Source: an optimization exercise on an open RTL-to-GDS flow (aim: small area, a short achievable clock period and few clock cycles). Production flows keep margins and buffers that such runs may drop.
In this exercise RTL edits were held to simulation tests only and were not proved equivalent to the original.
No activity file was given, so power comes from the tool's default toggle rates.

P:
## divider
module divider (
  input clk, rst_n,
  input start,
  input [31:0] div, dsr,
  output [31:0] q, r,
  output err,
  output done
);
Settings: LEC_CHECK=0, CAP_MARGIN=20, CORE_MARGIN=2, CORE_UTILIZATION=60, SETUP_SLACK_MARGIN=1.3, SLEW_MARGIN=20, SYNTH_HIERARCHICAL=1; clock period 4.0 ns.
standard.sh (not shown) runs the stock make flow with config.mk's settings and CLKGATE_MAP_FILE= SYNTH_SCRIPT=/design/flow/synth_recipe.tcl, a recipe that flattens the netlist after the stock synthesis.
==> flow/flow/run.sh <==
#!/bin/bash
# The standard layout, with the port buffers that ORFS inserts before global
# placement made as sky130_fd_sc_hd__buf_1 cells rather than the default
# delay buffers; timing repair still resizes them where a path needs it.
set -euo pipefail
bash standard.sh 'BUFFER_PORTS_ARGS=-buffer_cell sky130_fd_sc_hd__buf_1' finish > standard_flow.log 2>&1
Testbench counts of P, summed over its fixed seeds: cycles 12,149.
Input changes introduced in Q (baseline for comparison: P):
- SETUP_SLACK_MARGIN changed from 1.3 to 1.6
Results
Every stage of the flow completed for Q, and the final layout passed the timing, design-rule and antenna checks. Number of vias per cell of Q exceeds that of P slightly. Summary: with P as the reference, post-route cell area in Q moved up by a few percent. In the tables for P and Q, switching component of the power reads lower with P. Combinational cell fraction of total power, P and Q: lower on P. Compared to P, Q shows a wider setup margin. Between P and Q, the cell count went up. The met2 wire length in Q is 1.08 times that in P. First-iteration DRC count in Q is 58 higher than in P. Q vs. P: fraction of standard cell area that is sequential lower, sequential standard cell area about even.

Another version of the RTL of divider (not shown whole).
Size in the first run: ~1100 cells after synthesis, about 10000 um^2 of cells after synthesis.
// divider
module divider (
  input clk, rst_n,
  input start,
  input [31:0] div, dsr,
  output [31:0] q, r,
  output err,
  output done
);
clock: 4.0 ns
lec_check: 0
cap_margin: 20
core_margin: 2
core_utilization: 60
setup_slack_margin: 1.5
slew_margin: 20
synth_hierarchical: 1
Scripts as last shown in full above: flow/flow/run.sh
The starting point passed the timing, design-rule and antenna checks.
Testbench counts at the start, summed over its fixed seeds: cycles 12,149.
Next try:
--- a/flow/config.mk
+++ b/flow/config.mk
@@ -8,6 +8,7 @@
 export CAP_MARGIN = 20
 export CORE_MARGIN = 2
-export CORE_UTILIZATION = 60
-export SETUP_SLACK_MARGIN = 1.5
+export CORE_UTILIZATION = 70
+export GPL_ROUTABILITY_DRIVEN = 0
+export SETUP_SLACK_MARGIN = 1.6
 export SLEW_MARGIN = 20
 export SYNTH_HIERARCHICAL = 1
Result:
- design area went up by 1.2%
- worst hold slack gains 0.015 ns
- clock-buffer cell count went up by 4
- non-clock buffer count went up by 9
Next try:
==> flow/config.mk (replaced) <==
export PLATFORM = sky130hd
export DESIGN_NAME = divider
export DESIGN_NICKNAME = divider
export VERILOG_FILES = /design/flow/design.v
export SDC_FILE = /design/flow/constraint.sdc
export NUM_CORES = 4
export LEC_CHECK = 0
export CAP_MARGIN = 5
export CORE_MARGIN = 2
export CORE_UTILIZATION = 60
export SETUP_SLACK_MARGIN = 1.6
export SLEW_MARGIN = 5
export SYNTH_HIERARCHICAL = 1
After rerunning: The new run went through all stages and came out clean. Utilization went down by 12 points. Wire length came out lower by about 3%. Via count is lower by 5.1%. Final area came out lower by about 1.6%. Die area went up by about 16%. Sequential power shrinks by about 2%. Critical path depth is lower by 1. Global-route usage goes down by 4.5 points. Final cell count went up by about 1.5%. Combinational power shrinks by about 6%. Clock power came out higher by about 4%.

divider, a different RTL version from the one above (not shown whole).
For scale: roughly 1100 cells after synthesis, roughly 130 I/O pins, about 0.010 mm2 of cells after synthesis.
==> flow/design.v (excerpt) <==
module divider (
  input clk, rst_n,
  input start,
  input [31:0] div, dsr,
  output [31:0] q, r,
  output err,
  output done
);
  wire idle, align, iter, last, ge, skip;
  datapath dp (
    .clk(clk),
    .div(div), .dsr(dsr),
    .idle(idle), .align(align), .iter(iter),
    .q(q), .r(r), .err(err),
    .ge(ge), .last(last), .skip(skip)
  );
  controller ct (
    .clk(clk), .rst_n(rst_n), .start(start),
    .skip(skip), .last(last),
    .idle(idle), .align(align), .iter(iter), .done(done)
  );
endmodule
==> flow/config.mk <==
export PLATFORM = sky130hd
export DESIGN_NAME = divider
export DESIGN_NICKNAME = divider
export VERILOG_FILES = /design/flow/design.v
export SDC_FILE = /design/flow/constraint.sdc
export NUM_CORES = 4
export LEC_CHECK = 0
export CAP_MARGIN = 20
export CORE_MARGIN = 2
export CORE_UTILIZATION = 60
export SETUP_SLACK_MARGIN = 1.0
export SLEW_MARGIN = 20
export SYNTH_HIERARCHICAL = 1
==> flow/constraint.sdc <==
create_clock -name core_clock -period 4.0 [get_ports {clk}]
set_input_delay 0.8000 -clock core_clock [delete_from_list [all_inputs] [get_ports {clk}]]
set_output_delay 0.8000 -clock core_clock [all_outputs]
set_load 0.01 [all_outputs]
Scripts as last shown in full above: flow/flow/run.sh
Testbench counts at the start, summed over its fixed seeds: cycles 12,149.
Change:
Settings changed: CORE_UTILIZATION 60 to 45, SETUP_SLACK_MARGIN 1.0 to 1.3.
Result:
- die area climbs by 32%
- global-route usage drops by 6.7 points
- via count drops by 0.35%
- power climbs by 2.5%

divider, a different RTL version from the one above (not shown whole).
For scale: about 1100 cells after synthesis, roughly 130 I/O pins.
export LEC_CHECK = 0
export CAP_MARGIN = 20
export CORE_MARGIN = 2
export CORE_UTILIZATION = 60
export GPL_ROUTABILITY_DRIVEN = 0
export SETUP_SLACK_MARGIN = 1.6
export SLEW_MARGIN = 20
export SYNTH_HIERARCHICAL = 1
create_clock -name core_clock -period 4.0 [get_ports {clk}]
Scripts as last shown in full above: flow/flow/run.sh
The baseline ran to the end with no violations.
Testbench counts at the start, summed over its fixed seeds: cycles 12,149.
==> next run, changes <==
Settings changed: GPL_ROUTABILITY_DRIVEN 0 to unset.
After rerunning:
- The changed run ran to the end with no violations
- total power shrinks by about 1.1%
- count of clock-buffer cells in the layout is lower by 1
- die area is unchanged
- register-to-register slack is about the same
- final cell count stays flat
- clock power goes down by about 6%

[separate check: timing with driven ports]
Ports are ideal in the flow. The routed layouts listed here were re-timed in OpenROAD.
Step 1, drivers: a clkbuf_16 drives clk and a buf_2 each remaining input, both assumed.
Step 2 adds t to the input delays and takes it off the output delays; t is the mean of the earliest and latest rising clock arrival at the registers after step 1. Input paths then give back, and output paths get back, about the clock's delay inside the block.
a / b / c = ideal ports / drivers / drivers and shift; a / b = the first two.
run	shift t [ns]	slack for setup (ns)	worst setup path at the end	latest minus earliest clock arrival (ns)
P	0.410	1.343 / 1.369 / 0.959	input to register	0.010 / 0.010
Q	0.413	1.473 / 1.472 / 1.058	input to register	0.010 / 0.009
the first run of note 2	0.470	1.568 / 1.589 / 1.122	input to register	0.011 / 0.011
the second run of note 2	0.467	1.570 / 1.584 / 1.117	input to register	0.010 / 0.010
the third run of note 2	0.466	1.607 / 1.607 / 1.226	input to register	0.010 / 0.010
the first run of note 3	0.410	1.117 / 1.117 / 1.117	register to register	0.008 / 0.008
the second run of note 3	0.412	1.348 / 1.348 / 1.146	input to register	0.011 / 0.011
the first run of note 4	0.470	1.631 / 1.631 / 1.198	input to register	0.009 / 0.009
the second run of note 4	0.468	1.602 / 1.623 / 1.155	input to register	0.015 / 0.015
After both steps every run listed still meets setup and hold. For the second run of note 2, which loses most, drivers alone change the setup slack by +0.014 ns; drivers and shift together by -0.453 ns.
